This design comes from an exercise in tuning for small area and a short achievable clock period on the open sky130 flow, not from production work. Only simulation tests tie the RTL to the original design; equivalence was not proved. In run 1 the design's own scripts or RTL, not TritonCTS, make the clock network. The clock port is modelled as an ideal driver, which makes a skipped or thinned clock tree look cheaper than it is; a real chip needs a root buffer or a tree. No activity file was given, so power comes from the tool's default toggle rates.

## flow/design.v (module list and top-level ports; edited modules follow where they fit)
// module FullAdd: 10 lines
// module HalfAdd: 9 lines
// module Multiplier_32bit: 2308 lines
module Multiplier_32bit(
    input  logic        clk,
    input  logic        rst,
    input  logic [31:0] in0,   
    input  logic [31:0] in1,   
    output logic        done,
    output logic [63:0] result
);
  // ...
==> flow/flow/run.sh <==
#!/bin/bash
# The standard layout with two changes:
#  - the port buffers are plain buf_2 cells (BUFFER_PORTS_ARGS);
#  - after CTS, flow/clock_tree.tcl (ORFS's POST_CTS_TCL hook) replaces the
#    clock tree with a shallow two-level tree of inv_16 cells.
# ORFS writes each step's log under orfs/logs; make's own output goes to
# standard_flow.log here.
set -euo pipefail
export BUFFER_PORTS_ARGS="-buffer_cell sky130_fd_sc_hd__buf_2"
export POST_CTS_TCL="$PWD/flow/clock_tree.tcl"
bash standard.sh > standard_flow.log 2>&1
==> flow/flow/clock_tree.tcl <==

proc ct_cluster {pts NX NY} {
  set n [llength $pts]
  set byx [lsort -real -index 1 $pts]
  set groups {}
  for {set cx 0} {$cx < $NX} {incr cx} {
    set a [expr {int(round(double($cx)*$n/$NX))}]
    set b [expr {int(round(double($cx+1)*$n/$NX))-1}]
    set col [lsort -real -index 2 [lrange $byx $a $b]]
    set m [llength $col]
    for {set cy 0} {$cy < $NY} {incr cy} {
      set a2 [expr {int(round(double($cy)*$m/$NY))}]
      set b2 [expr {int(round(double($cy+1)*$m/$NY))-1}]
      set g [lrange $col $a2 $b2]
      if {[llength $g]} { lappend groups $g }
    }
  }
  return $groups
}

proc ct_centroid {g} {
  set sx 0.0; set sy 0.0
  foreach p $g { set sx [expr {$sx + [lindex $p 1]}]; set sy [expr {$sy + [lindex $p 2]}] }
  return [list [expr {$sx/[llength $g]}] [expr {$sy/[llength $g]}]]
}

proc ct_out {inst} {
  set m [$inst getMaster]
  foreach mt [$m getMTerms] {
    if {[$mt getIoType] eq "OUTPUT"} { return [$mt getName] }
  }
}

proc ct_rebuild {NX NY MX MY leafcell rootcell} {
  set block [ord::get_db_block]
  set db [ord::get_db]
  set dbu [$block getDbUnitsPerMicron]
  set clknet [$block findNet clk]

  # collect the clock tree cells and the flip-flop clock pins below the port
  set tree_insts {}
  set tree_nets {}
  set sinks {}
  set todo [list $clknet]
  while {[llength $todo]} {
    set net [lindex $todo 0]
    set todo [lrange $todo 1 end]
    foreach it [$net getITerms] {
      if {![$it isInputSignal]} continue
      set inst [$it getInst]
      set master [$inst getMaster]
      if {[$master isSequential]} {
        lappend sinks $it
      } else {
        lappend tree_insts $inst
        foreach ot [$inst getITerms] {
          if {[$ot isOutputSignal] && [$ot getNet] ne "NULL"} {
            lappend tree_nets [$ot getNet]
            lappend todo [$ot getNet]
          }
        }
      }
    }
  }
  puts "clock tree: removing [llength $tree_insts] cells, [llength $tree_nets] nets; [llength $sinks] flip-flops"
  foreach it $sinks { $it disconnect }
  foreach inst $tree_insts { odb::dbInst_destroy $inst }
  foreach net $tree_nets { odb::dbNet_destroy $net }

  set pts {}
  foreach it $sinks {
    set b [[$it getInst] getBBox]
    lappend pts [list $it [expr {([$b xMin]+[$b xMax])/2.0/$dbu}] [expr {([$b yMin]+[$b yMax])/2.0/$dbu}]]
  }
  set leaves {}
  set i 0
  foreach g [ct_cluster $pts $NX $NY] {
    lassign [ct_centroid $g] cx cy
    set inst [odb::dbInst_create $block [$db findMaster $leafcell] "clktree_leaf_$i"]
    set net [odb::dbNet_create $block "clktree_leaf_net_$i"]
    $net setSigType CLOCK
    [$inst findITerm [ct_out $inst]] connect $net
    foreach p $g { [lindex $p 0] connect $net }
    $inst setLocation [expr {int($cx*$dbu)}] [expr {int($cy*$dbu)}]
    $inst setPlacementStatus PLACED
    lappend leaves [list $inst $cx $cy]
    puts "clock leaf $i: [llength $g] flip-flops at [format %.1f $cx] [format %.1f $cy]"
    incr i
  }
  set j 0
  foreach g [ct_cluster $leaves $MX $MY] {
    lassign [ct_centroid $g] cx cy
    set inst [odb::dbInst_create $block [$db findMaster $rootcell] "clktree_root_$j"]
    set net [odb::dbNet_create $block "clktree_root_net_$j"]
    $net setSigType CLOCK
    [$inst findITerm A] connect $clknet
    [$inst findITerm [ct_out $inst]] connect $net
    foreach p $g { [[lindex $p 0] findITerm A] connect $net }
    $inst setLocation [expr {int($cx*$dbu)}] [expr {int($cy*$dbu)}]
    $inst setPlacementStatus PLACED
    puts "clock root $j: [llength $g] leaves at [format %.1f $cx] [format %.1f $cy]"
    incr j
  }
}

ct_rebuild 3 4 2 2 sky130_fd_sc_hd__inv_16 sky130_fd_sc_hd__inv_16
detailed_placement
check_placement -verbose
estimate_parasitics -placement
report_clock_latency
==> flow/standard.sh <==
#!/bin/bash
# synth_recipe.tcl (not shown) runs the flow's synth.tcl, then flattens the netlist and writes it again
# the make line also repeats each setting of config.mk as NAME=value (left out here)
make -C /OpenROAD-flow-scripts/flow DESIGN_CONFIG=/design/flow/config.mk WORK_HOME=/design/flow/orfs CLKGATE_MAP_FILE= SYNTH_SCRIPT=/design/flow/synth_recipe.tcl "${@:-finish}"
==> flow/config.mk <==
export PLATFORM = sky130hd
export DESIGN_NAME = Multiplier_32bit
export DESIGN_NICKNAME = Multiplier_32bit
export VERILOG_FILES = /design/flow/design.v
export SDC_FILE = /design/flow/constraint.sdc
export NUM_CORES = 4
export LEC_CHECK = 0
export ABC_AREA = 1
export CAP_MARGIN = 20
export CORE_MARGIN = 2
export CORE_UTILIZATION = 60
export CTS_CLUSTER_DIAMETER = 80
export CTS_CLUSTER_SIZE = 25
export PLACE_DENSITY = 0.75
export SLEW_MARGIN = 20
export SYNTH_HIERARCHICAL = 1
==> flow/constraint.sdc <==
create_clock -name core_clock -period 28.0 [get_ports {clk}]
set_input_delay 5.6000 -clock core_clock [delete_from_list [all_inputs] [get_ports {clk}]]
set_output_delay 5.6000 -clock core_clock [all_outputs]
set_load 0.01 [all_outputs]
==> results.rst, run 1 <==
.. list-table::
   :header-rows: 1

   * - Metric
     - Value
   * - Status
     - complete, no violations
   * - Share of total power in combinational logic
     - 0.767
   * - Met3 Usage GRT
     - 0.124
   * - # setup viols final
     - 0
   * - Proportion of layout cells with a drive suffix above 1
     - 0.109
   * - Standard cell core area
     - 43300 um^2
   * - Highest clock rate
     - 161 MHz
   * - Crit path cell chain
     - buf_2
   * - Int Power
     - 1860 uW
   * - Top layer reached by signal wires
     - met5
   * - Number of antenna cells inserted
     - 0
   * - Overall fraction of global-route tracks in use
     - 0.360
   * - Worst-case clock skew
     - 0.0260 ns
   * - Cell types with the highest counts after synthesis
     - sky130_fd_sc_hd__xor2_1, sky130_fd_sc_hd__o22ai_1, sky130_fd_sc_hd__fa_1
   * - Highest-count cells in the layout ignoring fill and taps
     - sky130_fd_sc_hd__xor2_1, sky130_fd_sc_hd__o22ai_1, sky130_fd_sc_hd__fa_1
   * - Terminating pin of the worst hold path
     - done_q[1]
   * - Max reg flops
     - 64
   * - Post-DR vias/cell
     - 6.79
   * - Number of buffer cells added on primary ports
     - 130
   * - Critical Path Sink
     - done
   * - Power drawn by the combinational cells
     - 2720 uW
   * - Startpoint of the worst register-to-register path
     - b_q[15]
   * - Fraction of area in registers
     - 0.186
   * - Pin count of the biggest net entering global routing
     - 65
   * - Portion of total power attributed to sequential cells
     - 0.181
   * - Xor and xnor fraction of the mapped netlist area
     - 0.170
   * - Most common cell in the synthesized netlist
     - sky130_fd_sc_hd__xor2_1
   * - Met2 routed wirelength
     - 34.9 mm
   * - Total via count after detailed routing
     - 21500
   * - Compound-Gate Fraction of Synth Area
     - 0.143
   * - Data arrival time of the critical path
     - 0.62 ns
==> run 2: changes to the inputs <==
--- a/flow/design.v
+++ b/flow/design.v
@@ -12,16 +12,27 @@
     input  logic a,
     input  logic b,
     output logic s,
     output logic co
 );
     assign s  = a ^ b;
     assign co = a & b;
 endmodule
+module Sel3(
+    input  logic s1,
+    input  logic s2,
+    input  logic s3,
+    input  logic x1,
+    input  logic x2,
+    input  logic x3,
+    output logic yn
+);
+    assign yn = ~((s1 & x1) | (s2 & x2) | (s3 & x3));
+endmodule
 module Multiplier_32bit(
     input  logic        clk,
     input  logic        rst,
     input  logic [31:0] in0,   
     input  logic [31:0] in1,   
     output logic        done,
     output logic [63:0] result
 );
@@ -1030,16 +1041,34 @@
     logic c947;
     logic s948;
     logic c949;
     logic s950;
     logic c951;
     logic s952;
     logic c953;
     logic i954;
+    logic h955;
+    logic k956;
+    logic h957;
+    logic k958;
+    logic s959;
+    logic c960;
+    logic s961;
+    logic c962;
+    logic s963;
+    logic c964;
+    logic s965;
+    logic c966;
+    logic s967;
+    logic c968;
+    logic s969;
+    logic c970;
+    logic s971;
+    logic c972;
     HalfAdd u_h1 (.a(pp0[24]), .b(pp1[22]), .s(h1), .co(k2));
     HalfAdd u_h3 (.a(pp0[25]), .b(pp1[23]), .s(h3), .co(k4));
     FullAdd u_s5 (.a(pp0[26]), .b(pp1[24]), .ci(pp2[22]), .s(s5), .co(c6));
     HalfAdd u_h7 (.a(pp3[20]), .b(pp4[18]), .s(h7), .co(k8));
     FullAdd u_s9 (.a(pp0[27]), .b(pp1[25]), .ci(pp2[23]), .s(s9), .co(c10));
     HalfAdd u_h11 (.a(pp3[21]), .b(pp4[19]), .s(h11), .co(k12));
     FullAdd u_s13 (.a(pp0[28]), .b(pp1[26]), .ci(pp2[24]), .s(s13), .co(c14));
     FullAdd u_s15 (.a(pp3[22]), .b(pp4[20]), .ci(pp5[18]), .s(s15), .co(c16));
@@ -1520,35 +1549,29 @@
     FullAdd u_s940 (.a(s825), .b(c713), .ci(c824), .s(s940), .co(c941));
     FullAdd u_s942 (.a(s827), .b(c717), .ci(c826), .s(s942), .co(c943));
     FullAdd u_s944 (.a(s829), .b(k721), .ci(c828), .s(s944), .co(c945));
     FullAdd u_s946 (.a(s831), .b(c723), .ci(c830), .s(s946), .co(c947));
     FullAdd u_s948 (.a(s833), .b(pp13[31]), .ci(c832), .s(s948), .co(c949));
     FullAdd u_s950 (.a(i835), .b(pp15[29]), .ci(c834), .s(s950), .co(c951));
     FullAdd u_s952 (.a(~pp14[32]), .b(pp15[30]), .ci(pp14[31]), .s(s952), .co(c953));
     assign i954 = ~pp15[31];
+    HalfAdd u_h955 (.a(pp0[0]), .b(neg[0]), .s(h955), .co(k956));
+    HalfAdd u_h957 (.a(pp0[1]), .b(k956), .s(h957), .co(k958));
+    FullAdd u_s959 (.a(h836), .b(neg[1]), .ci(k958), .s(s959), .co(c960));
+    FullAdd u_s961 (.a(h838), .b(k837), .ci(c960), .s(s961), .co(c962));
+    FullAdd u_s963 (.a(s840), .b(k839), .ci(c962), .s(s963), .co(c964));
+    FullAdd u_s965 (.a(s842), .b(c841), .ci(c964), .s(s965), .co(c966));
+    FullAdd u_s967 (.a(s844), .b(c843), .ci(c966), .s(s967), .co(c968));
+    FullAdd u_s969 (.a(s846), .b(c845), .ci(c968), .s(s969), .co(c970));
+    FullAdd u_s971 (.a(s848), .b(c847), .ci(c970), .s(s971), .co(c972));
     logic [63:0] ra_q, rb_q;
+    logic [8:0] rl_q;
+    logic [0:0] rc_q;
     always_ff @(posedge clk) begin
-        ra_q[0] <= pp0[0];
-        rb_q[0] <= neg[0];
-        ra_q[1] <= pp0[1];
-        ra_q[2] <= h836;
-        rb_q[2] <= neg[1];
-        ra_q[3] <= h838;
-        rb_q[3] <= k837;
-        ra_q[4] <= s840;
-        rb_q[4] <= k839;
-        ra_q[5] <= s842;
-        rb_q[5] <= c841;
-        ra_q[6] <= s844;
-        rb_q[6] <= c843;
-        ra_q[7] <= s846;
-        rb_q[7] <= c845;
-        ra_q[8] <= s848;
-        rb_q[8] <= c847;
         ra_q[9] <= s850;
         rb_q[9] <= c849;
         ra_q[10] <= s852;
         rb_q[10] <= c851;
         ra_q[11] <= s854;
         rb_q[11] <= c853;
         ra_q[12] <= s856;
         rb_q[12] <= c855;
@@ -1647,35 +1670,27 @@
         ra_q[59] <= s950;
         rb_q[59] <= c949;
         ra_q[60] <= s952;
         rb_q[60] <= c951;
         ra_q[61] <= i954;
         rb_q[61] <= c953;
         ra_q[62] <= ~pp15[32];
         rb_q[62] <= pp15[31];
+        rl_q[0] <= h955;
+        rl_q[1] <= h957;
+        rl_q[2] <= s959;
+        rl_q[3] <= s961;
+        rl_q[4] <= s963;
+        rl_q[5] <= s965;
+        rl_q[6] <= s967;
+        rl_q[7] <= s969;
+        rl_q[8] <= s971;
+        rc_q[0] <= c972;
     end
-    logic fp955;
-    logic fg956;
-    logic fp957;
-    logic fg958;
-    logic fp959;
-    logic fg960;
-    logic fp961;
-    logic fg962;
-    logic fp963;
-    logic fg964;
-    logic fp965;
-    logic fg966;
-    logic fp967;
-    logic fg968;
-    logic fp969;
-    logic fg970;
-    logic fp971;
-    logic fg972;
     logic fp973;
     logic fg974;
     logic fp975;
     logic fg976;
     logic fp977;
     logic fg978;
     logic fp979;
     logic fg980;
@@ -1772,74 +1787,74 @@
     logic fp1071;
     logic fg1072;
     logic fp1073;
     logic fg1074;
     logic fp1075;
     logic fg1076;
     logic fp1077;
     logic fg1078;
-    logic fg1079;
-    logic fq1080;
+    logic fp1079;
+    logic fg1080;
     logic fg1081;
-    logic fq1082;
-    logic fg1083;
-    logic fq1084;
-    logic fg1085;
-    logic fq1086;
-    logic fg1087;
-    logic fq1088;
-    logic fg1089;
-    logic fq1090;
-    logic fg1091;
-    logic fq1092;
-    logic fg1093;
-    logic fq1094;
-    logic fg1095;
-    logic fq1096;
-    logic fg1097;
-    logic fq1098;
-    logic fg1099;
-    logic fq1100;
-    logic fg1101;
-    logic fq1102;
-    logic fg1103;
-    logic fq1104;
-    logic fg1105;
-    logic fq1106;
-    logic fg1107;
-    logic fq1108;
-    logic fg1109;
-    logic fq1110;
-    logic fg1111;
-    logic fq1112;
-    logic fg1113;
-    logic fq1114;
-    logic fg1115;
-    logic fq1116;
-    logic fg1117;
-    logic fq1118;
-    logic fg1119;
-    logic fq1120;
-    logic fg1121;
-    logic fq1122;
-    logic fg1123;
-    logic fq1124;
-    logic fg1125;
-    logic fq1126;
-    logic fg1127;
-    logic fq1128;
-    logic fg1129;
-    logic fq1130;
-    logic fg1131;
-    logic fq1132;
-    logic fg1133;
-    logic fq1134;
-    logic fg1135;
-    logic fq1136;
+    logic fg1082;
+    logic fq1083;
+    logic fg1084;
+    logic fq1085;
+    logic fg1086;
+    logic fq1087;
+    logic fg1088;
+    logic fq1089;
+    logic fg1090;
+    logic fq1091;
+    logic fg1092;
+    logic fq1093;
+    logic fg1094;
+    logic fq1095;
+    logic fg1096;
+    logic fq1097;
+    logic fg1098;
+    logic fq1099;
+    logic fg1100;
+    logic fq1101;
+    logic fg1102;
+    logic fq1103;
+    logic fg1104;
+    logic fq1105;
+    logic fg1106;
+    logic fq1107;
+    logic fg1108;
+    logic fq1109;
+    logic fg1110;
+    logic fq1111;
+    logic fg1112;
+    logic fq1113;
+    logic fg1114;
+    logic fq1115;
+    logic fg1116;
+    logic fq1117;
+    logic fg1118;
+    logic fq1119;
+    logic fg1120;
+    logic fq1121;
+    logic fg1122;
+    logic fq1123;
+    logic fg1124;
+    logic fq1125;
+    logic fg1126;
+    logic fq1127;
+    logic fg1128;
+    logic fq1129;
+    logic fg1130;
+    logic fq1131;
+    logic fg1132;
+    logic fq1133;
+    logic fg1134;
+    logic fq1135;
+    logic fg1136;
     logic fg1137;
     logic fq1138;
     logic fg1139;
     logic fq1140;
     logic fg1141;
     logic fq1142;
     logic fg1143;
     logic fq1144;
@@ -1857,471 +1872,287 @@
     logic fq1156;
     logic fg1157;
     logic fq1158;
     logic fg1159;
     logic fq1160;
     logic fg1161;
     logic fq1162;
     logic fg1163;
-    logic fq1164;
-    logic fg1165;
-    logic fq1166;
-    logic fg1167;
-    logic fq1168;
-    logic fg1169;
-    logic fq1170;
-    logic fg1171;
-    logic fq1172;
-    logic fg1173;
-    logic fq1174;
-    logic fg1175;
-    logic fq1176;
+    logic fg1164;
+    logic fq1165;
+    logic fg1166;
+    logic fq1167;
+    logic fg1168;
+    logic fq1169;
+    logic fg1170;
+    logic fq1171;
+    logic fg1172;
+    logic fq1173;
+    logic fg1174;
+    logic fq1175;
+    logic fg1176;
     logic fg1177;
     logic fq1178;
     logic fg1179;
     logic fq1180;
     logic fg1181;
-    logic fq1182;
+    logic fg1182;
     logic fg1183;
-    logic fq1184;
+    logic fg1184;
     logic fg1185;
-    logic fq1186;
+    logic fg1186;
     logic fg1187;
-    logic fq1188;
+    logic fg1188;
     logic fg1189;
-    logic fq1190;
+    logic fg1190;
     logic fg1191;
-    logic fq1192;
+    logic fg1192;
     logic fg1193;
-    logic fq1194;
+    logic fg1194;
     logic fg1195;
-    logic fq1196;
+    logic fg1196;
     logic fg1197;
-    logic fq1198;
+    logic fg1198;
     logic fg1199;
-    logic fq1200;
+    logic fg1200;
     logic fg1201;
-    logic fq1202;
+    logic fg1202;
     logic fg1203;
-    logic fq1204;
+    logic fg1204;
     logic fg1205;
-    logic fq1206;
+    logic fg1206;
     logic fg1207;
-    logic fq1208;
+    logic fg1208;
     logic fg1209;
-    logic fq1210;
+    logic fg1210;
     logic fg1211;
-    logic fq1212;
+    logic fg1212;
     logic fg1213;
-    logic fq1214;
+    logic fg1214;
     logic fg1215;
-    logic fq1216;
+    logic fg1216;
     logic fg1217;
-    logic fq1218;
+    logic fg1218;
     logic fg1219;
-    logic fq1220;
+    logic fg1220;
     logic fg1221;
-    logic fq1222;
+    logic fg1222;
     logic fg1223;
-    logic fq1224;
+    logic fg1224;
     logic fg1225;
-    logic fq1226;
+    logic fg1226;
     logic fg1227;
-    logic fq1228;
+    logic fg1228;
     logic fg1229;
-    logic fq1230;
+    logic fg1230;
     logic fg1231;
-    logic fq1232;
-    logic fg1233;
-    logic fq1234;
-    logic fg1235;
-    logic fq1236;
-    logic fg1237;
-    logic fq1238;
-    logic fg1239;
-    logic fq1240;
-    logic fg1241;
-    logic fq1242;
-    logic fg1243;
-    logic fq1244;
-    logic fg1245;
-    logic fq1246;
-    logic fg1247;
-    logic fq1248;
-    logic fg1249;
-    logic fq1250;
-    logic fg1251;
-    logic fq1252;
-    logic fg1253;
-    logic fq1254;
-    logic fg1255;
-    logic fq1256;
-    logic fg1257;
-    logic fq1258;
-    logic fg1259;
-    logic fq1260;
-    logic fg1261;
-    logic fq1262;
-    logic fg1263;
-    logic fq1264;
-    logic fg1265;
-    logic fq1266;
-    logic fg1267;
-    logic fq1268;
-    logic fg1269;
-    logic fq1270;
-    logic fg1271;
-    logic fq1272;
-    logic fg1273;
-    logic fq1274;
-    logic fg1275;
-    logic fq1276;
-    logic fg1277;
-    logic fq1278;
-    logic fg1279;
-    logic fq1280;
-    logic fg1281;
-    logic fq1282;
-    logic fg1283;
-    logic fq1284;
-    logic fg1285;
-    logic fq1286;
-    logic fg1287;
-    logic fq1288;
-    logic fg1289;
-    logic fq1290;
-    logic fg1291;
-    logic fq1292;
-    logic fg1293;
-    logic fq1294;
-    logic fg1295;
-    logic fq1296;
-    logic fg1297;
-    logic fq1298;
-    logic fg1299;
-    logic fq1300;
-    logic fg1301;
-    logic fq1302;
-    logic fg1303;
-    logic fq1304;
-    logic fg1305;
-    logic fq1306;
-    logic fg1307;
-    logic fq1308;
-    logic fg1309;
-    logic fq1310;
-    logic fg1311;
-    logic fq1312;
-    logic fg1313;
-    logic fq1314;
-    logic fg1315;
-    logic fq1316;
-    logic fg1317;
-    logic fq1318;
-    HalfAdd u_fp955 (.a(ra_q[0]), .b(rb_q[0]), .s(fp955), .co(fg956));
-    HalfAdd u_fp957 (.a(ra_q[2]), .b(rb_q[2]), .s(fp957), .co(fg958));
-    HalfAdd u_fp959 (.a(ra_q[3]), .b(rb_q[3]), .s(fp959), .co(fg960));
-    HalfAdd u_fp961 (.a(ra_q[4]), .b(rb_q[4]), .s(fp961), .co(fg962));
-    HalfAdd u_fp963 (.a(ra_q[5]), .b(rb_q[5]), .s(fp963), .co(fg964));
-    HalfAdd u_fp965 (.a(ra_q[6]), .b(rb_q[6]), .s(fp965), .co(fg966));
-    HalfAdd u_fp967 (.a(ra_q[7]), .b(rb_q[7]), .s(fp967), .co(fg968));
-    HalfAdd u_fp969 (.a(ra_q[8]), .b(rb_q[8]), .s(fp969), .co(fg970));
-    HalfAdd u_fp971 (.a(ra_q[9]), .b(rb_q[9]), .s(fp971), .co(fg972));
-    HalfAdd u_fp973 (.a(ra_q[10]), .b(rb_q[10]), .s(fp973), .co(fg974));
-    HalfAdd u_fp975 (.a(ra_q[11]), .b(rb_q[11]), .s(fp975), .co(fg976));
-    HalfAdd u_fp977 (.a(ra_q[12]), .b(rb_q[12]), .s(fp977), .co(fg978));
-    HalfAdd u_fp979 (.a(ra_q[13]), .b(rb_q[13]), .s(fp979), .co(fg980));
-    HalfAdd u_fp981 (.a(ra_q[14]), .b(rb_q[14]), .s(fp981), .co(fg982));
-    HalfAdd u_fp983 (.a(ra_q[15]), .b(rb_q[15]), .s(fp983), .co(fg984));
-    HalfAdd u_fp985 (.a(ra_q[16]), .b(rb_q[16]), .s(fp985), .co(fg986));
-    HalfAdd u_fp987 (.a(ra_q[17]), .b(rb_q[17]), .s(fp987), .co(fg988));
-    HalfAdd u_fp989 (.a(ra_q[18]), .b(rb_q[18]), .s(fp989), .co(fg990));
-    HalfAdd u_fp991 (.a(ra_q[19]), .b(rb_q[19]), .s(fp991), .co(fg992));
-    HalfAdd u_fp993 (.a(ra_q[20]), .b(rb_q[20]), .s(fp993), .co(fg994));
-    HalfAdd u_fp995 (.a(ra_q[21]), .b(rb_q[21]), .s(fp995), .co(fg996));
-    HalfAdd u_fp997 (.a(ra_q[22]), .b(rb_q[22]), .s(fp997), .co(fg998));
-    HalfAdd u_fp999 (.a(ra_q[23]), .b(rb_q[23]), .s(fp999), .co(fg1000));
-    HalfAdd u_fp1001 (.a(ra_q[24]), .b(rb_q[24]), .s(fp1001), .co(fg1002));
-    HalfAdd u_fp1003 (.a(ra_q[25]), .b(rb_q[25]), .s(fp1003), .co(fg1004));
-    HalfAdd u_fp1005 (.a(ra_q[26]), .b(rb_q[26]), .s(fp1005), .co(fg1006));
-    HalfAdd u_fp1007 (.a(ra_q[27]), .b(rb_q[27]), .s(fp1007), .co(fg1008));
-    HalfAdd u_fp1009 (.a(ra_q[28]), .b(rb_q[28]), .s(fp1009), .co(fg1010));
-    HalfAdd u_fp1011 (.a(ra_q[29]), .b(rb_q[29]), .s(fp1011), .co(fg1012));
-    HalfAdd u_fp1013 (.a(ra_q[30]), .b(rb_q[30]), .s(fp1013), .co(fg1014));
-    HalfAdd u_fp1015 (.a(ra_q[31]), .b(rb_q[31]), .s(fp1015), .co(fg1016));
-    HalfAdd u_fp1017 (.a(ra_q[32]), .b(rb_q[32]), .s(fp1017), .co(fg1018));
-    HalfAdd u_fp1019 (.a(ra_q[33]), .b(rb_q[33]), .s(fp1019), .co(fg1020));
-    HalfAdd u_fp1021 (.a(ra_q[34]), .b(rb_q[34]), .s(fp1021), .co(fg1022));
-    HalfAdd u_fp1023 (.a(ra_q[35]), .b(rb_q[35]), .s(fp1023), .co(fg1024));
-    HalfAdd u_fp1025 (.a(ra_q[36]), .b(rb_q[36]), .s(fp1025), .co(fg1026));
-    HalfAdd u_fp1027 (.a(ra_q[37]), .b(rb_q[37]), .s(fp1027), .co(fg1028));
-    HalfAdd u_fp1029 (.a(ra_q[38]), .b(rb_q[38]), .s(fp1029), .co(fg1030));
-    HalfAdd u_fp1031 (.a(ra_q[39]), .b(rb_q[39]), .s(fp1031), .co(fg1032));
-    HalfAdd u_fp1033 (.a(ra_q[40]), .b(rb_q[40]), .s(fp1033), .co(fg1034));
-    HalfAdd u_fp1035 (.a(ra_q[41]), .b(rb_q[41]), .s(fp1035), .co(fg1036));
-    HalfAdd u_fp1037 (.a(ra_q[42]), .b(rb_q[42]), .s(fp1037), .co(fg1038));
-    HalfAdd u_fp1039 (.a(ra_q[43]), .b(rb_q[43]), .s(fp1039), .co(fg1040));
-    HalfAdd u_fp1041 (.a(ra_q[44]), .b(rb_q[44]), .s(fp1041), .co(fg1042));
-    HalfAdd u_fp1043 (.a(ra_q[45]), .b(rb_q[45]), .s(fp1043), .co(fg1044));
-    HalfAdd u_fp1045 (.a(ra_q[46]), .b(rb_q[46]), .s(fp1045), .co(fg1046));
-    HalfAdd u_fp1047 (.a(ra_q[47]), .b(rb_q[47]), .s(fp1047), .co(fg1048));
-    HalfAdd u_fp1049 (.a(ra_q[48]), .b(rb_q[48]), .s(fp1049), .co(fg1050));
-    HalfAdd u_fp1051 (.a(ra_q[49]), .b(rb_q[49]), .s(fp1051), .co(fg1052));
-    HalfAdd u_fp1053 (.a(ra_q[50]), .b(rb_q[50]), .s(fp1053), .co(fg1054));
-    HalfAdd u_fp1055 (.a(ra_q[51]), .b(rb_q[51]), .s(fp1055), .co(fg1056));
-    HalfAdd u_fp1057 (.a(ra_q[52]), .b(rb_q[52]), .s(fp1057), .co(fg1058));
-    HalfAdd u_fp1059 (.a(ra_q[53]), .b(rb_q[53]), .s(fp1059), .co(fg1060));
-    HalfAdd u_fp1061 (.a(ra_q[54]), .b(rb_q[54]), .s(fp1061), .co(fg1062));
-    HalfAdd u_fp1063 (.a(ra_q[55]), .b(rb_q[55]), .s(fp1063), .co(fg1064));
-    HalfAdd u_fp1065 (.a(ra_q[56]), .b(rb_q[56]), .s(fp1065), .co(fg1066));
-    HalfAdd u_fp1067 (.a(ra_q[57]), .b(rb_q[57]), .s(fp1067), .co(fg1068));
-    HalfAdd u_fp1069 (.a(ra_q[58]), .b(rb_q[58]), .s(fp1069), .co(fg1070));
-    HalfAdd u_fp1071 (.a(ra_q[59]), .b(rb_q[59]), .s(fp1071), .co(fg1072));
-    HalfAdd u_fp1073 (.a(ra_q[60]), .b(rb_q[60]), .s(fp1073), .co(fg1074));
-    HalfAdd u_fp1075 (.a(ra_q[61]), .b(rb_q[61]), .s(fp1075), .co(fg1076));
-    HalfAdd u_fp1077 (.a(ra_q[62]), .b(rb_q[62]), .s(fp1077), .co(fg1078));
-    assign fg1079 = ra_q[1] & fg956;
-    assign fq1080 = ra_q[1] & fp955;
-    assign fg1081 = fg960 | (fp959 & fg958);
-    assign fq1082 = fp959 & fp957;
-    assign fg1083 = fg964 | (fp963 & fg962);
-    assign fq1084 = fp963 & fp961;
-    assign fg1085 = fg968 | (fp967 & fg966);
-    assign fq1086 = fp967 & fp965;
-    assign fg1087 = fg972 | (fp971 & fg970);
-    assign fq1088 = fp971 & fp969;
-    assign fg1089 = fg976 | (fp975 & fg974);
-    assign fq1090 = fp975 & fp973;
-    assign fg1091 = fg980 | (fp979 & fg978);
-    assign fq1092 = fp979 & fp977;
-    assign fg1093 = fg984 | (fp983 & fg982);
-    assign fq1094 = fp983 & fp981;
-    assign fg1095 = fg988 | (fp987 & fg986);
-    assign fq1096 = fp987 & fp985;
-    assign fg1097 = fg992 | (fp991 & fg990);
-    assign fq1098 = fp991 & fp989;
-    assign fg1099 = fg996 | (fp995 & fg994);
-    assign fq1100 = fp995 & fp993;
-    assign fg1101 = fg1000 | (fp999 & fg998);
-    assign fq1102 = fp999 & fp997;
-    assign fg1103 = fg1004 | (fp1003 & fg1002);
-    assign fq1104 = fp1003 & fp1001;
-    assign fg1105 = fg1008 | (fp1007 & fg1006);
-    assign fq1106 = fp1007 & fp1005;
-    assign fg1107 = fg1012 | (fp1011 & fg1010);
-    assign fq1108 = fp1011 & fp1009;
-    assign fg1109 = fg1016 | (fp1015 & fg1014);
-    assign fq1110 = fp1015 & fp1013;
-    assign fg1111 = fg1020 | (fp1019 & fg1018);
-    assign fq1112 = fp1019 & fp1017;
-    assign fg1113 = fg1024 | (fp1023 & fg1022);
-    assign fq1114 = fp1023 & fp1021;
-    assign fg1115 = fg1028 | (fp1027 & fg1026);
-    assign fq1116 = fp1027 & fp1025;
-    assign fg1117 = fg1032 | (fp1031 & fg1030);
-    assign fq1118 = fp1031 & fp1029;
-    assign fg1119 = fg1036 | (fp1035 & fg1034);
-    assign fq1120 = fp1035 & fp1033;
-    assign fg1121 = fg1040 | (fp1039 & fg1038);
-    assign fq1122 = fp1039 & fp1037;
-    assign fg1123 = fg1044 | (fp1043 & fg1042);
-    assign fq1124 = fp1043 & fp1041;
-    assign fg1125 = fg1048 | (fp1047 & fg1046);
-    assign fq1126 = fp1047 & fp1045;
-    assign fg1127 = fg1052 | (fp1051 & fg1050);
-    assign fq1128 = fp1051 & fp1049;
-    assign fg1129 = fg1056 | (fp1055 & fg1054);
-    assign fq1130 = fp1055 & fp1053;
-    assign fg1131 = fg1060 | (fp1059 & fg1058);
-    assign fq1132 = fp1059 & fp1057;
-    assign fg1133 = fg1064 | (fp1063 & fg1062);
-    assign fq1134 = fp1063 & fp1061;
-    assign fg1135 = fg1068 | (fp1067 & fg1066);
-    assign fq1136 = fp1067 & fp1065;
-    assign fg1137 = fg1072 | (fp1071 & fg1070);
-    assign fq1138 = fp1071 & fp1069;
-    assign fg1139 = fg1076 | (fp1075 & fg1074);
-    assign fq1140 = fp1075 & fp1073;
-    assign fg1141 = 1'b1 & fg1078;
-    assign fq1142 = 1'b1 & fp1077;
-    assign fg1143 = fg1081 | (fq1082 & fg1079);
-    assign fq1144 = fq1082 & fq1080;
-    assign fg1145 = fg1085 | (fq1086 & fg1083);
-    assign fq1146 = fq1086 & fq1084;
-    assign fg1147 = fg1089 | (fq1090 & fg1087);
-    assign fq1148 = fq1090 & fq1088;
-    assign fg1149 = fg1093 | (fq1094 & fg1091);
-    assign fq1150 = fq1094 & fq1092;
-    assign fg1151 = fg1097 | (fq1098 & fg1095);
-    assign fq1152 = fq1098 & fq1096;
-    assign fg1153 = fg1101 | (fq1102 & fg1099);
-    assign fq1154 = fq1102 & fq1100;
-    assign fg1155 = fg1105 | (fq1106 & fg1103);
-    assign fq1156 = fq1106 & fq1104;
-    assign fg1157 = fg1109 | (fq1110 & fg1107);
-    assign fq1158 = fq1110 & fq1108;
-    assign fg1159 = fg1113 | (fq1114 & fg1111);
-    assign fq1160 = fq1114 & fq1112;
-    assign fg1161 = fg1117 | (fq1118 & fg1115);
-    assign fq1162 = fq1118 & fq1116;
-    assign fg1163 = fg1121 | (fq1122 & fg1119);
-    assign fq1164 = fq1122 & fq1120;
-    assign fg1165 = fg1125 | (fq1126 & fg1123);
-    assign fq1166 = fq1126 & fq1124;
-    assign fg1167 = fg1129 | (fq1130 & fg1127);
-    assign fq1168 = fq1130 & fq1128;
-    assign fg1169 = fg1133 | (fq1134 & fg1131);
-    assign fq1170 = fq1134 & fq1132;
-    assign fg1171 = fg1137 | (fq1138 & fg1135);
-    assign fq1172 = fq1138 & fq1136;
-    assign fg1173 = fg1141 | (fq1142 & fg1139);
-    assign fq1174 = fq1142 & fq1140;
-    assign fg1175 = fg1145 | (fq1146 & fg1143);
-    assign fq1176 = fq1146 & fq1144;
-    assign fg1177 = fg1149 | (fq1150 & fg1147);
-    assign fq1178 = fq1150 & fq1148;
-    assign fg1179 = fg1153 | (fq1154 & fg1151);
-    assign fq1180 = fq1154 & fq1152;
-    assign fg1181 = fg1157 | (fq1158 & fg1155);
-    assign fq1182 = fq1158 & fq1156;
-    assign fg1183 = fg1161 | (fq1162 & fg1159);
-    assign fq1184 = fq1162 & fq1160;
-    assign fg1185 = fg1165 | (fq1166 & fg1163);
-    assign fq1186 = fq1166 & fq1164;
-    assign fg1187 = fg1169 | (fq1170 & fg1167);
-    assign fq1188 = fq1170 & fq1168;
-    assign fg1189 = fg1173 | (fq1174 & fg1171);
-    assign fq1190 = fq1174 & fq1172;
-    assign fg1191 = fg1177 | (fq1178 & fg1175);
-    assign fq1192 = fq1178 & fq1176;
-    assign fg1193 = fg1181 | (fq1182 & fg1179);
-    assign fq1194 = fq1182 & fq1180;
-    assign fg1195 = fg1185 | (fq1186 & fg1183);
-    assign fq1196 = fq1186 & fq1184;
-    assign fg1197 = fg1189 | (fq1190 & fg1187);
-    assign fq1198 = fq1190 & fq1188;
-    assign fg1199 = fg1193 | (fq1194 & fg1191);
-    assign fq1200 = fq1194 & fq1192;
-    assign fg1201 = fg1197 | (fq1198 & fg1195);
-    assign fq1202 = fq1198 & fq1196;
-    assign fg1203 = fg1201 | (fq1202 & fg1199);
-    assign fq1204 = fq1202 & fq1200;
-    assign fg1205 = fg1195 | (fq1196 & fg1199);
-    assign fq1206 = fq1196 & fq1200;
-    assign fg1207 = fg1179 | (fq1180 & fg1191);
-    assign fq1208 = fq1180 & fq1192;
-    assign fg1209 = fg1183 | (fq1184 & fg1199);
-    assign fq1210 = fq1184 & fq1200;
-    assign fg1211 = fg1187 | (fq1188 & fg1205);
-    assign fq1212 = fq1188 & fq1206;
-    assign fg1213 = fg1147 | (fq1148 & fg1175);
-    assign fq1214 = fq1148 & fq1176;
-    assign fg1215 = fg1151 | (fq1152 & fg1191);
-    assign fq1216 = fq1152 & fq1192;
-    assign fg1217 = fg1155 | (fq1156 & fg1207);
-    assign fq1218 = fq1156 & fq1208;
-    assign fg1219 = fg1159 | (fq1160 & fg1199);
-    assign fq1220 = fq1160 & fq1200;
-    assign fg1221 = fg1163 | (fq1164 & fg1209);
-    assign fq1222 = fq1164 & fq1210;
-    assign fg1223 = fg1167 | (fq1168 & fg1205);
-    assign fq1224 = fq1168 & fq1206;
-    assign fg1225 = fg1171 | (fq1172 & fg1211);
-    assign fq1226 = fq1172 & fq1212;
-    assign fg1227 = fg1083 | (fq1084 & fg1143);
-    assign fq1228 = fq1084 & fq1144;
-    assign fg1229 = fg1087 | (fq1088 & fg1175);
-    assign fq1230 = fq1088 & fq1176;
-    assign fg1231 = fg1091 | (fq1092 & fg1213);
-    assign fq1232 = fq1092 & fq1214;
-    assign fg1233 = fg1095 | (fq1096 & fg1191);
-    assign fq1234 = fq1096 & fq1192;
-    assign fg1235 = fg1099 | (fq1100 & fg1215);
-    assign fq1236 = fq1100 & fq1216;
-    assign fg1237 = fg1103 | (fq1104 & fg1207);
-    assign fq1238 = fq1104 & fq1208;
-    assign fg1239 = fg1107 | (fq1108 & fg1217);
-    assign fq1240 = fq1108 & fq1218;
-    assign fg1241 = fg1111 | (fq1112 & fg1199);
-    assign fq1242 = fq1112 & fq1200;
-    assign fg1243 = fg1115 | (fq1116 & fg1219);
-    assign fq1244 = fq1116 & fq1220;
-    assign fg1245 = fg1119 | (fq1120 & fg1209);
-    assign fq1246 = fq1120 & fq1210;
-    assign fg1247 = fg1123 | (fq1124 & fg1221);
-    assign fq1248 = fq1124 & fq1222;
-    assign fg1249 = fg1127 | (fq1128 & fg1205);
-    assign fq1250 = fq1128 & fq1206;
-    assign fg1251 = fg1131 | (fq1132 & fg1223);
-    assign fq1252 = fq1132 & fq1224;
-    assign fg1253 = fg1135 | (fq1136 & fg1211);
-    assign fq1254 = fq1136 & fq1212;
-    assign fg1255 = fg1139 | (fq1140 & fg1225);
-    assign fq1256 = fq1140 & fq1226;
-    assign fg1257 = fg958 | (fp957 & fg1079);
-    assign fq1258 = fp957 & fq1080;
-    assign fg1259 = fg962 | (fp961 & fg1143);
-    assign fq1260 = fp961 & fq1144;
-    assign fg1261 = fg966 | (fp965 & fg1227);
-    assign fq1262 = fp965 & fq1228;
-    assign fg1263 = fg970 | (fp969 & fg1175);
-    assign fq1264 = fp969 & fq1176;
-    assign fg1265 = fg974 | (fp973 & fg1229);
-    assign fq1266 = fp973 & fq1230;
-    assign fg1267 = fg978 | (fp977 & fg1213);
-    assign fq1268 = fp977 & fq1214;
-    assign fg1269 = fg982 | (fp981 & fg1231);
-    assign fq1270 = fp981 & fq1232;
-    assign fg1271 = fg986 | (fp985 & fg1191);
-    assign fq1272 = fp985 & fq1192;
-    assign fg1273 = fg990 | (fp989 & fg1233);
-    assign fq1274 = fp989 & fq1234;
-    assign fg1275 = fg994 | (fp993 & fg1215);
-    assign fq1276 = fp993 & fq1216;
-    assign fg1277 = fg998 | (fp997 & fg1235);
-    assign fq1278 = fp997 & fq1236;
-    assign fg1279 = fg1002 | (fp1001 & fg1207);
-    assign fq1280 = fp1001 & fq1208;
-    assign fg1281 = fg1006 | (fp1005 & fg1237);
-    assign fq1282 = fp1005 & fq1238;
-    assign fg1283 = fg1010 | (fp1009 & fg1217);
-    assign fq1284 = fp1009 & fq1218;
-    assign fg1285 = fg1014 | (fp1013 & fg1239);
-    assign fq1286 = fp1013 & fq1240;
-    assign fg1287 = fg1018 | (fp1017 & fg1199);
-    assign fq1288 = fp1017 & fq1200;
-    assign fg1289 = fg1022 | (fp1021 & fg1241);
-    assign fq1290 = fp1021 & fq1242;
-    assign fg1291 = fg1026 | (fp1025 & fg1219);
-    assign fq1292 = fp1025 & fq1220;
-    assign fg1293 = fg1030 | (fp1029 & fg1243);
-    assign fq1294 = fp1029 & fq1244;
-    assign fg1295 = fg1034 | (fp1033 & fg1209);
-    assign fq1296 = fp1033 & fq1210;
-    assign fg1297 = fg1038 | (fp1037 & fg1245);
-    assign fq1298 = fp1037 & fq1246;
-    assign fg1299 = fg1042 | (fp1041 & fg1221);
-    assign fq1300 = fp1041 & fq1222;
-    assign fg1301 = fg1046 | (fp1045 & fg1247);
-    assign fq1302 = fp1045 & fq1248;
-    assign fg1303 = fg1050 | (fp1049 & fg1205);
-    assign fq1304 = fp1049 & fq1206;
-    assign fg1305 = fg1054 | (fp1053 & fg1249);
-    assign fq1306 = fp1053 & fq1250;
-    assign fg1307 = fg1058 | (fp1057 & fg1223);
-    assign fq1308 = fp1057 & fq1224;
-    assign fg1309 = fg1062 | (fp1061 & fg1251);
-    assign fq1310 = fp1061 & fq1252;
-    assign fg1311 = fg1066 | (fp1065 & fg1211);
-    assign fq1312 = fp1065 & fq1212;
-    assign fg1313 = fg1070 | (fp1069 & fg1253);
-    assign fq1314 = fp1069 & fq1254;
-    assign fg1315 = fg1074 | (fp1073 & fg1225);
-    assign fq1316 = fp1073 & fq1226;
-    assign fg1317 = fg1078 | (fp1077 & fg1255);
-    assign fq1318 = fp1077 & fq1256;
+    HalfAdd u_fp973 (.a(ra_q[9]), .b(rb_q[9]), .s(fp973), .co(fg974));
+    HalfAdd u_fp975 (.a(ra_q[10]), .b(rb_q[10]), .s(fp975), .co(fg976));
+    HalfAdd u_fp977 (.a(ra_q[11]), .b(rb_q[11]), .s(fp977), .co(fg978));
+    HalfAdd u_fp979 (.a(ra_q[12]), .b(rb_q[12]), .s(fp979), .co(fg980));
+    HalfAdd u_fp981 (.a(ra_q[13]), .b(rb_q[13]), .s(fp981), .co(fg982));
+    HalfAdd u_fp983 (.a(ra_q[14]), .b(rb_q[14]), .s(fp983), .co(fg984));
+    HalfAdd u_fp985 (.a(ra_q[15]), .b(rb_q[15]), .s(fp985), .co(fg986));
+    HalfAdd u_fp987 (.a(ra_q[16]), .b(rb_q[16]), .s(fp987), .co(fg988));
+    HalfAdd u_fp989 (.a(ra_q[17]), .b(rb_q[17]), .s(fp989), .co(fg990));
+    HalfAdd u_fp991 (.a(ra_q[18]), .b(rb_q[18]), .s(fp991), .co(fg992));
+    HalfAdd u_fp993 (.a(ra_q[19]), .b(rb_q[19]), .s(fp993), .co(fg994));
+    HalfAdd u_fp995 (.a(ra_q[20]), .b(rb_q[20]), .s(fp995), .co(fg996));
+    HalfAdd u_fp997 (.a(ra_q[21]), .b(rb_q[21]), .s(fp997), .co(fg998));
+    HalfAdd u_fp999 (.a(ra_q[22]), .b(rb_q[22]), .s(fp999), .co(fg1000));
+    HalfAdd u_fp1001 (.a(ra_q[23]), .b(rb_q[23]), .s(fp1001), .co(fg1002));
+    HalfAdd u_fp1003 (.a(ra_q[24]), .b(rb_q[24]), .s(fp1003), .co(fg1004));
+    HalfAdd u_fp1005 (.a(ra_q[25]), .b(rb_q[25]), .s(fp1005), .co(fg1006));
+    HalfAdd u_fp1007 (.a(ra_q[26]), .b(rb_q[26]), .s(fp1007), .co(fg1008));
+    HalfAdd u_fp1009 (.a(ra_q[27]), .b(rb_q[27]), .s(fp1009), .co(fg1010));
+    HalfAdd u_fp1011 (.a(ra_q[28]), .b(rb_q[28]), .s(fp1011), .co(fg1012));
+    HalfAdd u_fp1013 (.a(ra_q[29]), .b(rb_q[29]), .s(fp1013), .co(fg1014));
+    HalfAdd u_fp1015 (.a(ra_q[30]), .b(rb_q[30]), .s(fp1015), .co(fg1016));
+    HalfAdd u_fp1017 (.a(ra_q[31]), .b(rb_q[31]), .s(fp1017), .co(fg1018));
+    HalfAdd u_fp1019 (.a(ra_q[32]), .b(rb_q[32]), .s(fp1019), .co(fg1020));
+    HalfAdd u_fp1021 (.a(ra_q[33]), .b(rb_q[33]), .s(fp1021), .co(fg1022));
+    HalfAdd u_fp1023 (.a(ra_q[34]), .b(rb_q[34]), .s(fp1023), .co(fg1024));
+    HalfAdd u_fp1025 (.a(ra_q[35]), .b(rb_q[35]), .s(fp1025), .co(fg1026));
+    HalfAdd u_fp1027 (.a(ra_q[36]), .b(rb_q[36]), .s(fp1027), .co(fg1028));
+    HalfAdd u_fp1029 (.a(ra_q[37]), .b(rb_q[37]), .s(fp1029), .co(fg1030));
+    HalfAdd u_fp1031 (.a(ra_q[38]), .b(rb_q[38]), .s(fp1031), .co(fg1032));
+    HalfAdd u_fp1033 (.a(ra_q[39]), .b(rb_q[39]), .s(fp1033), .co(fg1034));
+    HalfAdd u_fp1035 (.a(ra_q[40]), .b(rb_q[40]), .s(fp1035), .co(fg1036));
+    HalfAdd u_fp1037 (.a(ra_q[41]), .b(rb_q[41]), .s(fp1037), .co(fg1038));
+    HalfAdd u_fp1039 (.a(ra_q[42]), .b(rb_q[42]), .s(fp1039), .co(fg1040));
+    HalfAdd u_fp1041 (.a(ra_q[43]), .b(rb_q[43]), .s(fp1041), .co(fg1042));
+    HalfAdd u_fp1043 (.a(ra_q[44]), .b(rb_q[44]), .s(fp1043), .co(fg1044));
+    HalfAdd u_fp1045 (.a(ra_q[45]), .b(rb_q[45]), .s(fp1045), .co(fg1046));
+    HalfAdd u_fp1047 (.a(ra_q[46]), .b(rb_q[46]), .s(fp1047), .co(fg1048));
+    HalfAdd u_fp1049 (.a(ra_q[47]), .b(rb_q[47]), .s(fp1049), .co(fg1050));
+    HalfAdd u_fp1051 (.a(ra_q[48]), .b(rb_q[48]), .s(fp1051), .co(fg1052));
+    HalfAdd u_fp1053 (.a(ra_q[49]), .b(rb_q[49]), .s(fp1053), .co(fg1054));
+    HalfAdd u_fp1055 (.a(ra_q[50]), .b(rb_q[50]), .s(fp1055), .co(fg1056));
+    HalfAdd u_fp1057 (.a(ra_q[51]), .b(rb_q[51]), .s(fp1057), .co(fg1058));
+    HalfAdd u_fp1059 (.a(ra_q[52]), .b(rb_q[52]), .s(fp1059), .co(fg1060));
+    HalfAdd u_fp1061 (.a(ra_q[53]), .b(rb_q[53]), .s(fp1061), .co(fg1062));
+    HalfAdd u_fp1063 (.a(ra_q[54]), .b(rb_q[54]), .s(fp1063), .co(fg1064));
+    HalfAdd u_fp1065 (.a(ra_q[55]), .b(rb_q[55]), .s(fp1065), .co(fg1066));
+    HalfAdd u_fp1067 (.a(ra_q[56]), .b(rb_q[56]), .s(fp1067), .co(fg1068));
+    HalfAdd u_fp1069 (.a(ra_q[57]), .b(rb_q[57]), .s(fp1069), .co(fg1070));
+    HalfAdd u_fp1071 (.a(ra_q[58]), .b(rb_q[58]), .s(fp1071), .co(fg1072));
+    HalfAdd u_fp1073 (.a(ra_q[59]), .b(rb_q[59]), .s(fp1073), .co(fg1074));
+    HalfAdd u_fp1075 (.a(ra_q[60]), .b(rb_q[60]), .s(fp1075), .co(fg1076));
+    HalfAdd u_fp1077 (.a(ra_q[61]), .b(rb_q[61]), .s(fp1077), .co(fg1078));
+    HalfAdd u_fp1079 (.a(ra_q[62]), .b(rb_q[62]), .s(fp1079), .co(fg1080));
+    assign fg1081 = fg974 | (fp973 & rc_q[0]);
+    assign fg1082 = fg978 | (fp977 & fg976);
+    assign fq1083 = fp977 & fp975;
+    assign fg1084 = fg982 | (fp981 & fg980);
+    assign fq1085 = fp981 & fp979;
+    assign fg1086 = fg986 | (fp985 & fg984);
+    assign fq1087 = fp985 & fp983;
+    assign fg1088 = fg990 | (fp989 & fg988);
+    assign fq1089 = fp989 & fp987;
+    assign fg1090 = fg994 | (fp993 & fg992);
+    assign fq1091 = fp993 & fp991;
+    assign fg1092 = fg998 | (fp997 & fg996);
+    assign fq1093 = fp997 & fp995;
+    assign fg1094 = fg1002 | (fp1001 & fg1000);
+    assign fq1095 = fp1001 & fp999;
+    assign fg1096 = fg1006 | (fp1005 & fg1004);
+    assign fq1097 = fp1005 & fp1003;
+    assign fg1098 = fg1010 | (fp1009 & fg1008);
+    assign fq1099 = fp1009 & fp1007;
+    assign fg1100 = fg1014 | (fp1013 & fg1012);
+    assign fq1101 = fp1013 & fp1011;
+    assign fg1102 = fg1018 | (fp1017 & fg1016);
+    assign fq1103 = fp1017 & fp1015;
+    assign fg1104 = fg1022 | (fp1021 & fg1020);
+    assign fq1105 = fp1021 & fp1019;
+    assign fg1106 = fg1026 | (fp1025 & fg1024);
+    assign fq1107 = fp1025 & fp1023;
+    assign fg1108 = fg1030 | (fp1029 & fg1028);
+    assign fq1109 = fp1029 & fp1027;
+    assign fg1110 = fg1034 | (fp1033 & fg1032);
+    assign fq1111 = fp1033 & fp1031;
+    assign fg1112 = fg1038 | (fp1037 & fg1036);
+    assign fq1113 = fp1037 & fp1035;
+    assign fg1114 = fg1042 | (fp1041 & fg1040);
+    assign fq1115 = fp1041 & fp1039;
+    assign fg1116 = fg1046 | (fp1045 & fg1044);
+    assign fq1117 = fp1045 & fp1043;
+    assign fg1118 = fg1050 | (fp1049 & fg1048);
+    assign fq1119 = fp1049 & fp1047;
+    assign fg1120 = fg1054 | (fp1053 & fg1052);
+    assign fq1121 = fp1053 & fp1051;
+    assign fg1122 = fg1058 | (fp1057 & fg1056);
+    assign fq1123 = fp1057 & fp1055;
+    assign fg1124 = fg1062 | (fp1061 & fg1060);
+    assign fq1125 = fp1061 & fp1059;
+    assign fg1126 = fg1066 | (fp1065 & fg1064);
+    assign fq1127 = fp1065 & fp1063;
+    assign fg1128 = fg1070 | (fp1069 & fg1068);
+    assign fq1129 = fp1069 & fp1067;
+    assign fg1130 = fg1074 | (fp1073 & fg1072);
+    assign fq1131 = fp1073 & fp1071;
+    assign fg1132 = fg1078 | (fp1077 & fg1076);
+    assign fq1133 = fp1077 & fp1075;
+    assign fg1134 = 1'b1 & fg1080;
+    assign fq1135 = 1'b1 & fp1079;
+    assign fg1136 = fg1082 | (fq1083 & fg1081);
+    assign fg1137 = fg1086 | (fq1087 & fg1084);
+    assign fq1138 = fq1087 & fq1085;
+    assign fg1139 = fg1090 | (fq1091 & fg1088);
+    assign fq1140 = fq1091 & fq1089;
+    assign fg1141 = fg1094 | (fq1095 & fg1092);
+    assign fq1142 = fq1095 & fq1093;
+    assign fg1143 = fg1098 | (fq1099 & fg1096);
+    assign fq1144 = fq1099 & fq1097;
+    assign fg1145 = fg1102 | (fq1103 & fg1100);
+    assign fq1146 = fq1103 & fq1101;
+    assign fg1147 = fg1106 | (fq1107 & fg1104);
+    assign fq1148 = fq1107 & fq1105;
+    assign fg1149 = fg1110 | (fq1111 & fg1108);
+    assign fq1150 = fq1111 & fq1109;
+    assign fg1151 = fg1114 | (fq1115 & fg1112);
+    assign fq1152 = fq1115 & fq1113;
+    assign fg1153 = fg1118 | (fq1119 & fg1116);
+    assign fq1154 = fq1119 & fq1117;
+    assign fg1155 = fg1122 | (fq1123 & fg1120);
+    assign fq1156 = fq1123 & fq1121;
+    assign fg1157 = fg1126 | (fq1127 & fg1124);
+    assign fq1158 = fq1127 & fq1125;
+    assign fg1159 = fg1130 | (fq1131 & fg1128);
+    assign fq1160 = fq1131 & fq1129;
+    assign fg1161 = fg1134 | (fq1135 & fg1132);
+    assign fq1162 = fq1135 & fq1133;
+    assign fg1163 = fg1137 | (fq1138 & fg1136);
+    assign fg1164 = fg1141 | (fq1142 & fg1139);
+    assign fq1165 = fq1142 & fq1140;
+    assign fg1166 = fg1145 | (fq1146 & fg1143);
+    assign fq1167 = fq1146 & fq1144;
+    assign fg1168 = fg1149 | (fq1150 & fg1147);
+    assign fq1169 = fq1150 & fq1148;
+    assign fg1170 = fg1153 | (fq1154 & fg1151);
+    assign fq1171 = fq1154 & fq1152;
+    assign fg1172 = fg1157 | (fq1158 & fg1155);
+    assign fq1173 = fq1158 & fq1156;
+    assign fg1174 = fg1161 | (fq1162 & fg1159);
+    assign fq1175 = fq1162 & fq1160;
+    assign fg1176 = fg1164 | (fq1165 & fg1163);
+    assign fg1177 = fg1168 | (fq1169 & fg1166);
+    assign fq1178 = fq1169 & fq1167;
+    assign fg1179 = fg1172 | (fq1173 & fg1170);
+    assign fq1180 = fq1173 & fq1171;
+    assign fg1181 = fg1177 | (fq1178 & fg1176);
+    assign fg1182 = fg1179 | (fq1180 & fg1181);
+    assign fg1183 = fg1166 | (fq1167 & fg1176);
+    assign fg1184 = fg1170 | (fq1171 & fg1181);
+    assign fg1185 = fg1174 | (fq1175 & fg1182);
+    assign fg1186 = fg1139 | (fq1140 & fg1163);
+    assign fg1187 = fg1143 | (fq1144 & fg1176);
+    assign fg1188 = fg1147 | (fq1148 & fg1183);
+    assign fg1189 = fg1151 | (fq1152 & fg1181);
+    assign fg1190 = fg1155 | (fq1156 & fg1184);
+    assign fg1191 = fg1159 | (fq1160 & fg1182);
+    assign fg1192 = fg1084 | (fq1085 & fg1136);
+    assign fg1193 = fg1088 | (fq1089 & fg1163);
+    assign fg1194 = fg1092 | (fq1093 & fg1186);
+    assign fg1195 = fg1096 | (fq1097 & fg1176);
+    assign fg1196 = fg1100 | (fq1101 & fg1187);
+    assign fg1197 = fg1104 | (fq1105 & fg1183);
+    assign fg1198 = fg1108 | (fq1109 & fg1188);
+    assign fg1199 = fg1112 | (fq1113 & fg1181);
+    assign fg1200 = fg1116 | (fq1117 & fg1189);
+    assign fg1201 = fg1120 | (fq1121 & fg1184);
+    assign fg1202 = fg1124 | (fq1125 & fg1190);
+    assign fg1203 = fg1128 | (fq1129 & fg1182);
+    assign fg1204 = fg1132 | (fq1133 & fg1191);
+    assign fg1205 = fg976 | (fp975 & fg1081);
+    assign fg1206 = fg980 | (fp979 & fg1136);
+    assign fg1207 = fg984 | (fp983 & fg1192);
+    assign fg1208 = fg988 | (fp987 & fg1163);
+    assign fg1209 = fg992 | (fp991 & fg1193);
+    assign fg1210 = fg996 | (fp995 & fg1186);
+    assign fg1211 = fg1000 | (fp999 & fg1194);
+    assign fg1212 = fg1004 | (fp1003 & fg1176);
+    assign fg1213 = fg1008 | (fp1007 & fg1195);
+    assign fg1214 = fg1012 | (fp1011 & fg1187);
+    assign fg1215 = fg1016 | (fp1015 & fg1196);
+    assign fg1216 = fg1020 | (fp1019 & fg1183);
+    assign fg1217 = fg1024 | (fp1023 & fg1197);
+    assign fg1218 = fg1028 | (fp1027 & fg1188);
+    assign fg1219 = fg1032 | (fp1031 & fg1198);
+    assign fg1220 = fg1036 | (fp1035 & fg1181);
+    assign fg1221 = fg1040 | (fp1039 & fg1199);
+    assign fg1222 = fg1044 | (fp1043 & fg1189);
+    assign fg1223 = fg1048 | (fp1047 & fg1200);
+    assign fg1224 = fg1052 | (fp1051 & fg1184);
+    assign fg1225 = fg1056 | (fp1055 & fg1201);
+    assign fg1226 = fg1060 | (fp1059 & fg1190);
+    assign fg1227 = fg1064 | (fp1063 & fg1202);
+    assign fg1228 = fg1068 | (fp1067 & fg1182);
+    assign fg1229 = fg1072 | (fp1071 & fg1203);
+    assign fg1230 = fg1076 | (fp1075 & fg1191);
+    assign fg1231 = fg1080 | (fp1079 & fg1204);
     logic [63:0] sum;
-    assign sum = {(1'b1 ^ fg1317), (fp1077 ^ fg1255), (fp1075 ^ fg1315), (fp1073 ^ fg1225), (fp1071 ^ fg1313), (fp1069 ^ fg1253), (fp1067 ^ fg1311), (fp1065 ^ fg1211), (fp1063 ^ fg1309), (fp1061 ^ fg1251), (fp1059 ^ fg1307), (fp1057 ^ fg1223), (fp1055 ^ fg1305), (fp1053 ^ fg1249), (fp1051 ^ fg1303), (fp1049 ^ fg1205), (fp1047 ^ fg1301), (fp1045 ^ fg1247), (fp1043 ^ fg1299), (fp1041 ^ fg1221), (fp1039 ^ fg1297), (fp1037 ^ fg1245), (fp1035 ^ fg1295), (fp1033 ^ fg1209), (fp1031 ^ fg1293), (fp1029 ^ fg1243), (fp1027 ^ fg1291), (fp1025 ^ fg1219), (fp1023 ^ fg1289), (fp1021 ^ fg1241), (fp1019 ^ fg1287), (fp1017 ^ fg1199), (fp1015 ^ fg1285), (fp1013 ^ fg1239), (fp1011 ^ fg1283), (fp1009 ^ fg1217), (fp1007 ^ fg1281), (fp1005 ^ fg1237), (fp1003 ^ fg1279), (fp1001 ^ fg1207), (fp999 ^ fg1277), (fp997 ^ fg1235), (fp995 ^ fg1275), (fp993 ^ fg1215), (fp991 ^ fg1273), (fp989 ^ fg1233), (fp987 ^ fg1271), (fp985 ^ fg1191), (fp983 ^ fg1269), (fp981 ^ fg1231), (fp979 ^ fg1267), (fp977 ^ fg1213), (fp975 ^ fg1265), (fp973 ^ fg1229), (fp971 ^ fg1263), (fp969 ^ fg1175), (fp967 ^ fg1261), (fp965 ^ fg1227), (fp963 ^ fg1259), (fp961 ^ fg1143), (fp959 ^ fg1257), (fp957 ^ fg1079), (ra_q[1] ^ fg956), fp955};
+    assign sum = {(1'b1 ^ fg1231), (fp1079 ^ fg1204), (fp1077 ^ fg1230), (fp1075 ^ fg1191), (fp1073 ^ fg1229), (fp1071 ^ fg1203), (fp1069 ^ fg1228), (fp1067 ^ fg1182), (fp1065 ^ fg1227), (fp1063 ^ fg1202), (fp1061 ^ fg1226), (fp1059 ^ fg1190), (fp1057 ^ fg1225), (fp1055 ^ fg1201), (fp1053 ^ fg1224), (fp1051 ^ fg1184), (fp1049 ^ fg1223), (fp1047 ^ fg1200), (fp1045 ^ fg1222), (fp1043 ^ fg1189), (fp1041 ^ fg1221), (fp1039 ^ fg1199), (fp1037 ^ fg1220), (fp1035 ^ fg1181), (fp1033 ^ fg1219), (fp1031 ^ fg1198), (fp1029 ^ fg1218), (fp1027 ^ fg1188), (fp1025 ^ fg1217), (fp1023 ^ fg1197), (fp1021 ^ fg1216), (fp1019 ^ fg1183), (fp1017 ^ fg1215), (fp1015 ^ fg1196), (fp1013 ^ fg1214), (fp1011 ^ fg1187), (fp1009 ^ fg1213), (fp1007 ^ fg1195), (fp1005 ^ fg1212), (fp1003 ^ fg1176), (fp1001 ^ fg1211), (fp999 ^ fg1194), (fp997 ^ fg1210), (fp995 ^ fg1186), (fp993 ^ fg1209), (fp991 ^ fg1193), (fp989 ^ fg1208), (fp987 ^ fg1163), (fp985 ^ fg1207), (fp983 ^ fg1192), (fp981 ^ fg1206), (fp979 ^ fg1136), (fp977 ^ fg1205), (fp975 ^ fg1081), (fp973 ^ rc_q[0]), rl_q[8], rl_q[7], rl_q[6], rl_q[5], rl_q[4], rl_q[3], rl_q[2], rl_q[1], rl_q[0]};
     logic [63:0] p_q;
     always_ff @(posedge clk) p_q <= sum;
     assign result = p_q;
 endmodule
==> flow/flow/run.sh (replaced) <==
#!/bin/bash
# The standard layout with two changes:
#  - the port buffers are plain buf_2 cells (BUFFER_PORTS_ARGS);
#  - after CTS, flow/clock_tree.tcl (ORFS's POST_CTS_TCL hook) replaces the
#    clock tree with a shallow two-level tree of inv_16 cells, and makes
#    the input ports' buffers buf_1.
# ORFS writes each step's log under orfs/logs; make's own output goes to
# standard_flow.log here.
set -euo pipefail
export BUFFER_PORTS_ARGS="-buffer_cell sky130_fd_sc_hd__buf_2"
export POST_CTS_TCL="$PWD/flow/clock_tree.tcl"
bash standard.sh > standard_flow.log 2>&1
--- a/flow/flow/clock_tree.tcl
+++ b/flow/flow/clock_tree.tcl
@@ -99,12 +99,27 @@
     $inst setLocation [expr {int($cx*$dbu)}] [expr {int($cy*$dbu)}]
     $inst setPlacementStatus PLACED
     puts "clock root $j: [llength $g] leaves at [format %.1f $cx] [format %.1f $cy]"
     incr j
   }
 }
 
 ct_rebuild 3 4 2 2 sky130_fd_sc_hd__inv_16 sky130_fd_sc_hd__inv_16
+
+# The input ports' buffers only feed flip-flops here, so the smallest buffer does.
+set n_in 0
+foreach port [get_ports -filter "direction==input"] {
+  set pname [get_full_name $port]
+  if {$pname eq "clk"} continue
+  foreach pin [get_pins -of_objects [get_nets -of_objects $port] -filter "direction==input"] {
+    set inst [get_cells -of_objects $pin]
+    if {[get_property $inst ref_name] eq "sky130_fd_sc_hd__buf_2"} {
+      replace_cell $inst sky130_fd_sc_hd__buf_1
+      incr n_in
+    }
+  }
+}
+puts "input port buffers made buf_1: $n_in"
 detailed_placement
 check_placement -verbose
 estimate_parasitics -placement
 report_clock_latency
==> results.rst, run 2 <==
.. list-table::
   :header-rows: 1

   * - Metric
     - Value
   * - Mapped Avg Cell Area
     - 10.1 um^2 (about the same)
   * - Fraction of synthesized cell area taken by the top area cell type
     - 0.331 (was 0.322)
   * - GPL Wtd Cong
     - 0.971 (was 0.984)
   * - Cell types with the largest area share after synthesis
     - sky130_fd_sc_hd__fa_1, sky130_fd_sc_hd__dfxtp_1, sky130_fd_sc_hd__xor2_1, sky130_fd_sc_hd__o22ai_1, sky130_fd_sc_hd__ha_1 (unchanged)
   * - Gate Count Post-Synth
     - 2589 (was 2615)
   * - Cell types with the highest counts after synthesis
     - sky130_fd_sc_hd__xor2_1, sky130_fd_sc_hd__o22ai_1, sky130_fd_sc_hd__fa_1 (unchanged)
   * - Synthesized Nets
     - 3220 (was 3249)
   * - Cell count after placement
     - 3120 (was 3143)
   * - Total of flip-flops plus latches after synthesis
     - 249 (was 256)
   * - Xor and xnor fraction of the mapped netlist area
     - 0.170 (about the same)
   * - Most common cell in the synthesized netlist
     - sky130_fd_sc_hd__xor2_1 (unchanged)
   * - Number of placement rows
     - 76 (unchanged)
   * - Share of synthesized cell area in full adder, half adder and majority cells
     - 0.394 (was 0.390)
   * - Number of buffer cells added on primary ports
     - 130 (unchanged)
   * - Die width
     - 213 um (was 214 um)
   * - Stage at which the run stopped
     - 4_1_cts
   * - Compound-Gate Fraction of Synth Area
     - 0.142 (was 0.143)
   * - Starting utilization of the core area
     - 0.607 (was 0.610)
   * - Count of flip-flops with a built-in enable after synthesis
     - 0 (unchanged)
   * - Cell type contributing the most total cell area after synthesis
     - sky130_fd_sc_hd__fa_1 (unchanged)
   * - Area of the mapped netlist
     - 26200 um^2 (was 26400 um^2)
   * - Netlist cell types
     - 36 (unchanged)
   * - Share of synthesized area spent on multiplexers
     - 0 (unchanged)
   * - Clock sink count
     - 249 (was 256)
   * - Part of the Yosys area used for sequential elements
     - 0.191 (was 0.195)
   * - Error that stopped the run
     - [ERROR STA-0100] unsupported object type Port.
   * - Half-perimeter wire length after detailed placement
     - 52.4 mm (was 53.2 mm)
   * - Warning count from the yosys run
     - 7 (unchanged)
   * - Die height
     - 213 um (was 214 um)
   * - I/O pin count
     - 131 (unchanged)
   * - Dominant register cell in the synthesized netlist
     - sky130_fd_sc_hd__dfxtp_1 (unchanged)
   * - Post-DP Area
     - 27100 um^2 (was 27400 um^2)
   * - Simple-gate share of the synthesized area
     - 0.0427 (was 0.0462)
   * - Status
     - did not finish (was complete, no violations)
   * - Largest family of logic cells by synthesized area
     - adder cells (unchanged)
   * - Post-synth ARST share
     - 0.0120 (was 0.0117)
## run 2: changes by cell type after synthesis, moves of 8 or more
cell,delta
sky130_fd_sc_hd__clkbuf_1,-46
sky130_fd_sc_hd__buf_2,+43
sky130_fd_sc_hd__o21ai_0,-16
sky130_fd_sc_hd__o21ai_1,+15
sky130_fd_sc_hd__ha_1,-10
sky130_fd_sc_hd__inv_1,+8
sky130_fd_sc_hd__nand2_2,+8
## run 2: per-module statistics from Yosys (local to each module, per instance)
module	area, um^2	times used	cells inside
FullAdd	20.0	432	1
HalfAdd	12.5	95	1
Multiplier_32bit	16300	1	2062
## run 2: logic make-up after synthesis
group	Yosys count
simple gates	275
buf+inv	385
fa+ha+maj	565
xor+xnor	507
flops	249
other cells	1
compound gates	607
## run 2: power groups by stage
| stage | registers (uW) | logic, uW | clock network [uW] |
|---|---|---|---|
| detailed placement | 635 | 2670 | 0 |
| global placement | 632 | 2580 | 0 |
| floorplan | 649 | 1920 | 0 |
## run 2: worst min path at each step
stage          endpoint  slack [ns]
3_3_place_gp     p_q[7]        0.31
3_5_place_dp     p_q[0]        0.31
2_1_floorplan    p_q[0]        0.31
## run 2: stage by stage
| stage | hold WS [ns] | setup slack [ns] | power (uW) |
|---|---|---|---|
| 2_1_floorplan | 0.310 | 22.02 | 2570 |
| 3_3_place_gp | 0.313 | 21.94 | 3210 |
| 3_5_place_dp | 0.312 | 21.92 | 3300 |

==> separate check: timing with driven ports <==
In the flow no input, the clock included, has a driving cell. The finished layout below was timed again as built, in two steps.
Step 1: set_driving_cell puts a clkbuf_16 on clk and a buf_2 on each other input, an assumption about the parent block.
Step 2 adds t to the input delays and takes it off the output delays; t is the mean of the earliest and latest rising clock arrival at the registers after step 1. Input paths then give back, and output paths get back, about the clock's delay inside the block.
Three values: no drivers, after step 1, after step 2; two values: the first two.
run: run 1
t (ns): 0.356
setup WS [ns]: 21.782 / 21.557 / 21.913
worst setup path at the end: register to output
latest minus earliest clock arrival (ns): 0.026 / 0.025
worst data-port slew with drivers (ns): 0.03
After both steps run 1 still meets setup and hold. For run 1, drivers alone change the setup slack by -0.225 ns; drivers and shift together by +0.131 ns.
